Source: an optimization exercise on an open RTL-to-GDS flow (aim: small area and a short achievable clock period). Production flows keep margins and buffers that such runs may drop. RTL that was checked went through simulation tests only; none was proved equivalent to the original. No driver is modelled on the clock port, so clock power and skew are understated where the tree is cut down; a real chip needs a root buffer or a tree. Power and IR drop assume default switching activity.

## atto
module atto #(parameter X_LOCAL = 2, parameter Y_LOCAL = 2)
  (
    input   wire clka,
    input   wire rsta,
      input wire [47:0] north_channel_din,
      input wire [1:0]  north_diff_pair_din,
      input wire [47:0] east_channel_din,
      input wire [1:0]  east_diff_pair_din,
      input wire [47:0] pe_channel_din,
      input wire [1:0]  pe_diff_pair_din,
      output wire [47:0]  south_channel_dout,
      output wire [1:0]   south_diff_pair_dout,
      output wire [47:0]  west_channel_dout,
      output wire [1:0]   west_diff_pair_dout,
      output wire [39:0]  pe_channel_dout,
      output wire [1:0]   pe_diff_pair_dout,
      output wire         r2pe_ack_dout
  );
reg  n_exp, e_exp, p_exp;
wire an = (north_diff_pair_din[1] ^ n_exp) & ~(north_diff_pair_din[0] ^ n_exp);
wire ae = (east_diff_pair_din[1]  ^ e_exp) & ~(east_diff_pair_din[0]  ^ e_exp);
wire ap = (pe_diff_pair_din[1]    ^ p_exp) & ~(pe_diff_pair_din[0]    ^ p_exp);
always @(posedge clka)
  if (rsta)
    begin
      n_exp <= 1'b1;
      e_exp <= 1'b1;
      p_exp <= 1'b1;
    end
  else
    begin
      n_exp <= n_exp ^ an;
      e_exp <= e_exp ^ ae;
      p_exp <= p_exp ^ ap;
    end
wire [32:0] prod_n;
arb_products #(.X_LOCAL(X_LOCAL), .Y_LOCAL(Y_LOCAL)) products (
  ...
Size: about 1,000 cells after synthesis, about 300 I/O pins.
export LEC_CHECK = 0
export CAP_MARGIN = 20
export CORE_MARGIN = 2
export CORE_UTILIZATION = 50
export SETUP_SLACK_MARGIN = 1.78
export SLEW_MARGIN = 20
export SYNTH_HIERARCHICAL = 1
export SYNTH_MINIMUM_KEEP_SIZE = 0
create_clock -name core_clock -period 3.2 [get_ports {clka}]
standard.sh (not shown) runs the stock make flow with config.mk's settings and CLKGATE_MAP_FILE= SYNTH_SCRIPT=/design/flow/synth_recipe.tcl, a recipe that flattens the netlist after the stock synthesis.
==> flow/flow/run.sh <==
#!/bin/bash
# The standard ORFS layout (standard.sh), with these changes:
#  - each logic gate of the synthesised netlist starts at its cell's smallest
#    drive strength (flow/downsize.tcl, the floorplan step's PRE hook);
#  - the port buffers that buffer_ports inserts are the smallest buffer,
#    sky130_fd_sc_hd__buf_1 (repair may still resize them);
#  - the clock tree is built by flow/cts_tree.tcl, run as the CTS step's
#    PRE hook: two balanced levels of inverters (4 driven by the clock port,
#    then leaves over k-means clusters of the flip-flops), in place of
#    clock_tree_synthesis; the same hook makes each output port's buffer a
#    buf_1 and keeps it and the flip-flop driving it out of timing repair
#    (set_dont_touch). The rest of the CTS step (legalisation, timing
#    repair) and all other steps are ORFS's own.
# ORFS writes each tool's log under orfs/logs/; make's output goes to
# standard_flow.log here.
set -euo pipefail
export BUFFER_PORTS_ARGS="-buffer_cell sky130_fd_sc_hd__buf_1"
export PRE_FLOORPLAN_TCL=$PWD/flow/downsize.tcl
export PRE_CTS_TCL=$PWD/flow/cts_tree.tcl
bash standard.sh "$@" > standard_flow.log 2>&1
==> flow/flow/cts_tree.tcl <==
# Clock tree of two levels, built in place of clock_tree_synthesis (sourced as
# the CTS step's PRE hook, PRE_CTS_TCL):
# clka -> K1 root cells -> K2 leaf cells -> flip-flops.
# Leaves cluster the flip-flops by position (k-means), roots cluster the leaves.
# The cells are buffers or inverters; with inverters at both levels the
# flip-flops still see clka's rising edge, after two short stages.
proc tree_kmeans {pts K iters} {
  # pts: list of {x y}; returns list of assignments and centroids
  set n [llength $pts]
  set sorted [lsort -real -index 0 $pts]
  set cents {}
  for {set k 0} {$k < $K} {incr k} {
    # init: spread along a serpentine of x-sorted points
    lappend cents [lindex $sorted [expr {int(($k + 0.5) * $n / $K)}]]
  }
  for {set it 0} {$it < $iters} {incr it} {
    set asg {}
    set sx [lrepeat $K 0.0]; set sy [lrepeat $K 0.0]; set sc [lrepeat $K 0]
    foreach p $pts {
      lassign $p x y
      set best 0; set bd 1e18
      for {set k 0} {$k < $K} {incr k} {
        lassign [lindex $cents $k] kx ky
        set d [expr {hypot($x - $kx, $y - $ky)}]
        if {$d < $bd} { set bd $d; set best $k }
      }
      lappend asg $best
      lset sx $best [expr {[lindex $sx $best] + $x}]
      lset sy $best [expr {[lindex $sy $best] + $y}]
      lset sc $best [expr {[lindex $sc $best] + 1}]
    }
    for {set k 0} {$k < $K} {incr k} {
      if {[lindex $sc $k] > 0} {
        lset cents $k [list [expr {[lindex $sx $k] / [lindex $sc $k]}] [expr {[lindex $sy $k] / [lindex $sc $k]}]]
      }
    }
  }
  return [list $asg $cents $sc]
}

proc cell_output {inst} {
  foreach it [$inst getITerms] {
    if {[$it isOutputSignal]} { return $it }
  }
  error "no output on [$inst getName]"
}

proc build_clock_tree {clk_name K1 K2 root_cell leaf_cell} {
  set block [ord::get_db_block]
  set db [ord::get_db]
  set clknet [$block findNet $clk_name]
  set sinks {}
  set pts {}
  foreach it [$clknet getITerms] {
    set inst [$it getInst]
    set bb [$inst getBBox]
    lappend sinks $it
    lappend pts [list [expr {([$bb xMin] + [$bb xMax]) / 2.0}] [expr {([$bb yMin] + [$bb yMax]) / 2.0}]]
  }
  lassign [tree_kmeans $pts $K2 40] asg2 cents2 sc2
  puts "clock tree: [llength $sinks] sinks, leaf clusters $sc2"
  lassign [tree_kmeans $cents2 $K1 40] asg1 cents1 sc1
  puts "clock tree: root clusters $sc1"
  set rmaster [$db findMaster $root_cell]
  set lmaster [$db findMaster $leaf_cell]
  for {set k 0} {$k < $K1} {incr k} {
    set inst [odb::dbInst_create $block $rmaster "clkroot_$k"]
    lassign [lindex $cents1 $k] x y
    $inst setLocation [expr {int($x)}] [expr {int($y)}]
    $inst setPlacementStatus PLACED
    set net [odb::dbNet_create $block "clknet_root_$k"]
    $net setSigType CLOCK
    [$inst findITerm A] connect $clknet
    [cell_output $inst] connect $net
    set rnet($k) $net
  }
  for {set k 0} {$k < $K2} {incr k} {
    set inst [odb::dbInst_create $block $lmaster "clkleaf_$k"]
    lassign [lindex $cents2 $k] x y
    $inst setLocation [expr {int($x)}] [expr {int($y)}]
    $inst setPlacementStatus PLACED
    set net [odb::dbNet_create $block "clknet_leaf_$k"]
    $net setSigType CLOCK
    [$inst findITerm A] connect $rnet([lindex $asg1 $k])
    [cell_output $inst] connect $net
    set lnet($k) $net
  }
  set i 0
  foreach it $sinks {
    $it disconnect
    $it connect $lnet([lindex $asg2 $i])
    incr i
  }
}

proc fix_output_drivers {buf_cell} {
  set block [ord::get_db_block]
  set master [[ord::get_db] findMaster $buf_cell]
  set nb 0; set nf 0; set keep {}
  foreach bt [$block getBTerms] {
    if {[$bt getIoType] ne "OUTPUT"} { continue }
    set net [$bt getNet]
    foreach it [$net getITerms] {
      if {![$it isOutputSignal]} { continue }
      set inst [$it getInst]
      if {[string match "*buf*" [[$inst getMaster] getName]]} {
        $inst swapMaster $master
        lappend keep [$inst getName]
        incr nb
        set in [[$inst findITerm A] getNet]
        foreach it2 [$in getITerms] {
          if {[$it2 isOutputSignal] && [string match "*df*" [[[$it2 getInst] getMaster] getName]]} {
            lappend keep [[$it2 getInst] getName]
            incr nf
          }
        }
      }
    }
  }
  # power and ground pins of the new masters (before set_dont_touch, which
  # global_connect would skip)
  global_connect
  foreach name $keep { set_dont_touch [get_cells $name] }
  puts "output drivers: $nb buffers made $buf_cell, $nf flip-flops kept"
}

build_clock_tree clka 4 16 sky130_fd_sc_hd__inv_16 sky130_fd_sc_hd__clkinv_8
fix_output_drivers sky130_fd_sc_hd__buf_1
# The tree is built: the flow's own clock tree synthesis is not run, nor
# repair_clock_inverters (it would clone the tree's inverters next to each
# flip-flop).
proc clock_tree_synthesis {args} { puts "clock_tree_synthesis skipped: clock tree built by cts_tree.tcl" }
proc repair_clock_inverters {args} { puts "repair_clock_inverters skipped: clock tree built by cts_tree.tcl" }
Other scripts of this flow, unchanged in this note and not shown: flow/flow/downsize.tcl
Change:
--- a/flow/flow/run.sh
+++ b/flow/flow/run.sh
@@ -10,3 +10,3 @@
 #    clock_tree_synthesis; the same hook makes each output port's buffer a
-#    buf_1 and keeps it and the flip-flop driving it out of timing repair
+#    buf_2 and keeps it and the flip-flop driving it out of timing repair
 #    (set_dont_touch). The rest of the CTS step (legalisation, timing
--- a/flow/flow/cts_tree.tcl
+++ b/flow/flow/cts_tree.tcl
@@ -127,3 +127,3 @@
 build_clock_tree clka 4 16 sky130_fd_sc_hd__inv_16 sky130_fd_sc_hd__clkinv_8
-fix_output_drivers sky130_fd_sc_hd__buf_1
+fix_output_drivers sky130_fd_sc_hd__buf_2
 # The tree is built: the flow's own clock tree synthesis is not run, nor
After rerunning: Power rose by 1.2%; final area rose by 1.6%; final cell count barely changes; combinational power rose by about 7%; routed wire length rose by 0.42%; core utilization rose by 1.0 points; fmax rose by 0.84%.
No run of this note takes its clock network from TritonCTS; it comes from the design's own scripts or RTL.


the reference run:
The RTL this note starts from:
==> flow/design.v <==
module arbitro (
    input wire [2:0] pe_request_bundle,
    input wire [2:0] north_request_bundle,
    input wire [2:0] east_request_bundle,
    output reg [1:0] pe_cfg_bundle,
    output reg [2:0] south_cfg_bundle,
    output reg [2:0] west_cfg_bundle,
    output reg      r2pe_ack
  );
  localparam  MUX_EAST  = 3'b111;
  localparam  MUX_NORTH = 3'b101;
  localparam  MUX_PE    = 3'b001;
  localparam  MUX_NULL  = 3'b000;
  localparam  PE_NULL   = 2'b00;
  wire [2:0] request_vector;
  assign request_vector = {east_request_bundle[0], north_request_bundle[0], pe_request_bundle[0]};
always @(*)
  begin
  west_cfg_bundle  = MUX_NULL;
  south_cfg_bundle = MUX_NULL;
  pe_cfg_bundle    = PE_NULL;
  r2pe_ack         = 1'b0;
    case (request_vector)
      3'b000:  
        begin
        end
      3'b001:  
        begin
          r2pe_ack = 1'b1;
          case (pe_request_bundle[2:1])
            2'b00:  west_cfg_bundle  = MUX_PE;     
            2'b01:  west_cfg_bundle  = MUX_PE;     
            2'b10:  south_cfg_bundle = MUX_PE;     
            2'b11:
              begin
                r2pe_ack = 1'b0;
                south_cfg_bundle = MUX_NULL;   
              end
          endcase
        end
      3'b010:  
        case (north_request_bundle[2:1])
          2'b00:  west_cfg_bundle  = MUX_NORTH;  
          2'b01:  west_cfg_bundle  = MUX_NORTH;  
          2'b10:  south_cfg_bundle = MUX_NORTH;  
          2'b11:  pe_cfg_bundle    = 2'b01;      
        endcase
      3'b011:  
        begin
          r2pe_ack = 1'b1;
          case (north_request_bundle[2:1])
              2'b00:
                begin
                  west_cfg_bundle  = MUX_NORTH;  
                  south_cfg_bundle = MUX_PE;     
                end
            2'b01:
              begin
                west_cfg_bundle  = MUX_NORTH;  
                south_cfg_bundle = MUX_PE;     
              end
            2'b10:
              begin
                south_cfg_bundle = MUX_NORTH;  
                west_cfg_bundle  = MUX_PE;     
              end
            2'b11:
              begin
                west_cfg_bundle = MUX_PE;     
                pe_cfg_bundle   = 2'b01;      
              end
          endcase
        end
      3'b100:  
        case (east_request_bundle[2:1])
          2'b00:  west_cfg_bundle  = MUX_EAST;  
          2'b01:  west_cfg_bundle  = MUX_EAST;  
          2'b10:  south_cfg_bundle = MUX_EAST;  
          2'b11:  pe_cfg_bundle    = 2'b11;   
        endcase
      3'b101:  
        begin
          r2pe_ack = 1'b1;
          case (east_request_bundle[2:1])
            2'b00:
              begin
                west_cfg_bundle  = MUX_EAST;  
                south_cfg_bundle = MUX_PE;    
              end
            2'b01:
              begin
                west_cfg_bundle  = MUX_EAST;  
                south_cfg_bundle = MUX_PE;    
              end
            2'b10:
              begin
                south_cfg_bundle = MUX_EAST;  
                west_cfg_bundle  = MUX_PE;    
              end
            2'b11:
              begin
                west_cfg_bundle = MUX_PE;   
                pe_cfg_bundle   = 2'b11;    
              end
          endcase
        end
      3'b110:  
        case (east_request_bundle[2:1])
          2'b00:
            begin
              west_cfg_bundle  = MUX_EAST;   
              south_cfg_bundle = MUX_NORTH;  
            end
          2'b01:
            begin
              west_cfg_bundle  = MUX_EAST;   
              south_cfg_bundle = MUX_NORTH;  
            end
          2'b10:
            begin
              south_cfg_bundle = MUX_EAST;   
              west_cfg_bundle  = MUX_NORTH;  
            end
          2'b11:
            begin
              west_cfg_bundle  = MUX_NORTH;  
              pe_cfg_bundle   = 2'b11;       
            end
        endcase
      3'b111:  
        case (east_request_bundle[2:1])
          2'b00:
            begin
              west_cfg_bundle  = MUX_EAST;   
              south_cfg_bundle = MUX_NORTH;  
            end
          2'b01:
            begin
              west_cfg_bundle  = MUX_EAST;   
              if (north_request_bundle[2:1] == 2'b11)
                begin
                  south_cfg_bundle  = MUX_PE;  
                  pe_cfg_bundle     = 2'b01;   
                  r2pe_ack          = 1'b1;
                end
              else
                  south_cfg_bundle = MUX_NORTH;  
            end
          2'b10:
            begin
              west_cfg_bundle  = MUX_NORTH;  
              if (north_request_bundle[2:1] == 2'b11)
                begin
                  west_cfg_bundle = MUX_PE;  
                  pe_cfg_bundle   = 2'b01;   
                  r2pe_ack        = 1'b1;
                end
              else
                south_cfg_bundle = MUX_EAST;   
            end
          2'b11:
            begin
              if (north_request_bundle[2:1] == 2'b01)
                begin
                  west_cfg_bundle  = MUX_NORTH;  
                  south_cfg_bundle = MUX_PE;     
                end
              else
                begin
                  west_cfg_bundle  = MUX_PE;     
                  south_cfg_bundle = MUX_NORTH;   
                end
              pe_cfg_bundle   = 2'b11;       
              r2pe_ack        = 1'b1;
            end
        endcase
    endcase  
  end  
endmodule
module atto #(parameter X_LOCAL = 2, parameter Y_LOCAL = 2)
  (
    input   wire clka,
    input   wire rsta,
      input wire [47:0] north_channel_din,
      input wire [1:0]  north_diff_pair_din,
      input wire [47:0] east_channel_din,
      input wire [1:0]  east_diff_pair_din,
      input wire [47:0] pe_channel_din,
      input wire [1:0]  pe_diff_pair_din,
      output wire [47:0]  south_channel_dout,
      output wire [1:0]   south_diff_pair_dout,
      output wire [47:0]  west_channel_dout,
      output wire [1:0]   west_diff_pair_dout,
      output wire [39:0]  pe_channel_dout,
      output wire [1:0]   pe_diff_pair_dout,
      output wire         r2pe_ack_dout
  );
reg north_exp, east_exp, pe_exp;
wire north_acc = (north_diff_pair_din[1] ^ north_exp) & ~(north_diff_pair_din[0] ^ north_exp);
wire east_acc  = (east_diff_pair_din[1]  ^ east_exp)  & ~(east_diff_pair_din[0]  ^ east_exp);
wire pe_acc    = (pe_diff_pair_din[1]    ^ pe_exp)    & ~(pe_diff_pair_din[0]    ^ pe_exp);
always @(posedge clka)
  if (rsta)
    begin
      north_exp <= 1'b1;
      east_exp  <= 1'b1;
      pe_exp    <= 1'b1;
    end
  else
    begin
      north_exp <= north_exp ^ north_acc;
      east_exp  <= east_exp  ^ east_acc;
      pe_exp    <= pe_exp    ^ pe_acc;
    end
wire [1:0] pe_cfg;
wire [2:0] south_cfg;
wire [2:0] west_cfg;
wire       r2pe_ack;
arbitro arbiter (
    .pe_request_bundle    ({pe_channel_din[47:44] == X_LOCAL,
                            pe_channel_din[43:40] == Y_LOCAL,    pe_acc}),
    .north_request_bundle ({north_channel_din[47:44] == X_LOCAL,
                            north_channel_din[43:40] == Y_LOCAL, north_acc}),
    .east_request_bundle  ({east_channel_din[47:44] == X_LOCAL,
                            east_channel_din[43:40] == Y_LOCAL,  east_acc}),
    .pe_cfg_bundle        (pe_cfg),
    .south_cfg_bundle     (south_cfg),
    .west_cfg_bundle      (west_cfg),
    .r2pe_ack             (r2pe_ack)
  );
reg [47:0] north_flit, east_flit, pe_flit;
reg south_n, south_e, south_p, south_hold, south_tgl;
reg west_n,  west_e,  west_p,  west_hold,  west_tgl;
reg pe_n,    pe_e,             pe_hold,    pe_tgl;
reg pe_ack;
always @(posedge clka)
  begin
    north_flit <= north_channel_din;
    east_flit  <= east_channel_din;
    pe_flit    <= pe_channel_din;
    south_n    <= south_cfg == 3'b101;
    south_e    <= south_cfg == 3'b111;
    south_p    <= south_cfg == 3'b001;
    south_hold <= ~south_cfg[0];
    south_tgl  <=  south_cfg[0];
    west_n     <= west_cfg == 3'b101;
    west_e     <= west_cfg == 3'b111;
    west_p     <= west_cfg == 3'b001;
    west_hold  <= ~west_cfg[0];
    west_tgl   <=  west_cfg[0];
    pe_n       <= pe_cfg == 2'b01;
    pe_e       <= pe_cfg == 2'b11;
    pe_hold    <= ~pe_cfg[0];
    pe_tgl     <=  pe_cfg[0];
    pe_ack     <= r2pe_ack;
  end
reg [47:0] south_q, west_q;
reg [39:0] pe_q;
reg        ack_q;
reg [1:0]  south_dp, west_dp, pe_dp;
always @(posedge clka)
  begin
    south_q <= ({48{south_n}} & north_flit) | ({48{south_e}} & east_flit)
             | ({48{south_p}} & pe_flit)    | ({48{south_hold}} & south_q);
    west_q  <= ({48{west_n}}  & north_flit) | ({48{west_e}}  & east_flit)
             | ({48{west_p}}  & pe_flit)    | ({48{west_hold}}  & west_q);
    pe_q    <= ({40{pe_n}} & north_flit[39:0]) | ({40{pe_e}} & east_flit[39:0])
             | ({40{pe_hold}} & pe_q);
    ack_q   <= (pe_tgl & pe_ack) | (pe_hold & ack_q);
  end
always @(posedge clka)
  if (rsta)
    begin
      south_dp <= 2'b10;
      west_dp  <= 2'b10;
      pe_dp    <= 2'b10;
    end
  else
    begin
      south_dp <= south_dp ^ {2{south_tgl}};
      west_dp  <= west_dp  ^ {2{west_tgl}};
      pe_dp    <= pe_dp    ^ {2{pe_tgl}};
    end
assign south_channel_dout   = south_q;
assign south_diff_pair_dout = south_dp;
assign west_channel_dout    = west_q;
assign west_diff_pair_dout  = west_dp;
assign pe_channel_dout      = pe_q;
assign pe_diff_pair_dout    = pe_dp;
assign r2pe_ack_dout        = ack_q;
endmodule
Settings: LEC_CHECK=0, CAP_MARGIN=20, CORE_MARGIN=2, CORE_UTILIZATION=60, SLEW_MARGIN=20; clock period 3.2 ns.
==> flow/flow/run.sh <==
#!/bin/bash
# Standard ORFS layout, with the port buffers that buffer_ports inserts made
# of the smallest buffer (repair may still resize them).
set -euo pipefail
export BUFFER_PORTS_ARGS="-buffer_cell sky130_fd_sc_hd__buf_1"
bash standard.sh > standard_flow.log 2>&1
Per the final summary, the reference run finished and its layout is clean on timing, DRC and antenna.
Input changes introduced in the trial run (baseline for comparison: the reference run):
Settings: CORE_UTILIZATION changed from 60 to 30.
==> flow/run.sh (new file) <==
#!/bin/bash
# synth_recipe.tcl (not shown) runs the flow's synth.tcl, then flattens the netlist and writes it again
# the make line also repeats each setting of config.mk as NAME=value (left out here)
make -C /OpenROAD-flow-scripts/flow DESIGN_CONFIG=/design/flow/config.mk WORK_HOME=/design/flow/orfs CLKGATE_MAP_FILE= SYNTH_SCRIPT=/design/flow/synth_recipe.tcl finish
removed: flow/flow/run.sh
removed: flow/standard.sh
No stage failed in the trial run, and the final checks on the layout all came back clean.
Run comparison: the trial run kind of path behind the tightest hold check flip-flop to flip-flop; the reference run kind of path behind the tightest hold check primary input to flip-flop
Reported for the trial run and the reference run, sequential area share after synthesis turned out identical to the last digit.
Looking at uppermost metal layer occupied by signal nets, the met5 result is from the reference run; the met4 one comes from the trial run.
The trial run against the reference run: wire length shows an increase of 16%, number of well taps shows an increase of about 90%, met2 track demand over resource in global routing shows a reduction of 21 points, combinational fraction of design power shows an increase of 5.5 points.
| effective utilization at floorplan | higher: the reference run |
The trial run against the reference run: hold slack increased 0.26 ns, total power picked up an extra about 10%, switching portion of total power went down 0.96 points, power in sequential cells ~0 delta, portion of the layout cell area used by non-clock buffers picked up an extra 12 points.
No run of this note included a check of the RTL's function; only the layout flow was run.

-- re-timing with driven ports --
The flow's constraints put no driver on any port. The routed layouts listed below were extracted and timed again, unchanged, in two steps. Step 1 (the two cells are an assumption about what drives the block):
set clk [get_ports {clka}]
set_driving_cell -lib_cell sky130_fd_sc_hd__clkbuf_16 $clk
set_driving_cell -lib_cell sky130_fd_sc_hd__buf_2 [delete_from_list [all_inputs] $clk]
Step 2 adds t to the input delays and takes it off the output delays; t is the mean of the earliest and latest rising clock arrival at the registers after step 1. Input paths then give back, and output paths get back, about the clock's delay inside the block. Slacks: ideal / step 1 / step 2; pairs: ideal / step 1.
run	t (ns)	setup WS [ns]	latest minus earliest clock arrival (ns)	worst data-port slew with drivers (ns)	cell pins on the clock port's net
the first run of note 1	0.318	1.792 / 1.637 / 1.690	0.037 / 0.038	0.08	4
the second run of note 1	0.315	1.804 / 1.723 / 1.701	0.036 / 0.038	0.09	4
the reference run	0.573	1.020 / 1.043 / 0.470	0.007 / 0.007	0.07	1
the trial run	0.538	0.544 / 0.569 / 0.031	0.013 / 0.012	0.07	1
After both steps setup and hold are still met in every run listed. For the reference run, which loses most, drivers alone change the setup slack by +0.023 ns; drivers and shift together by -0.550 ns.
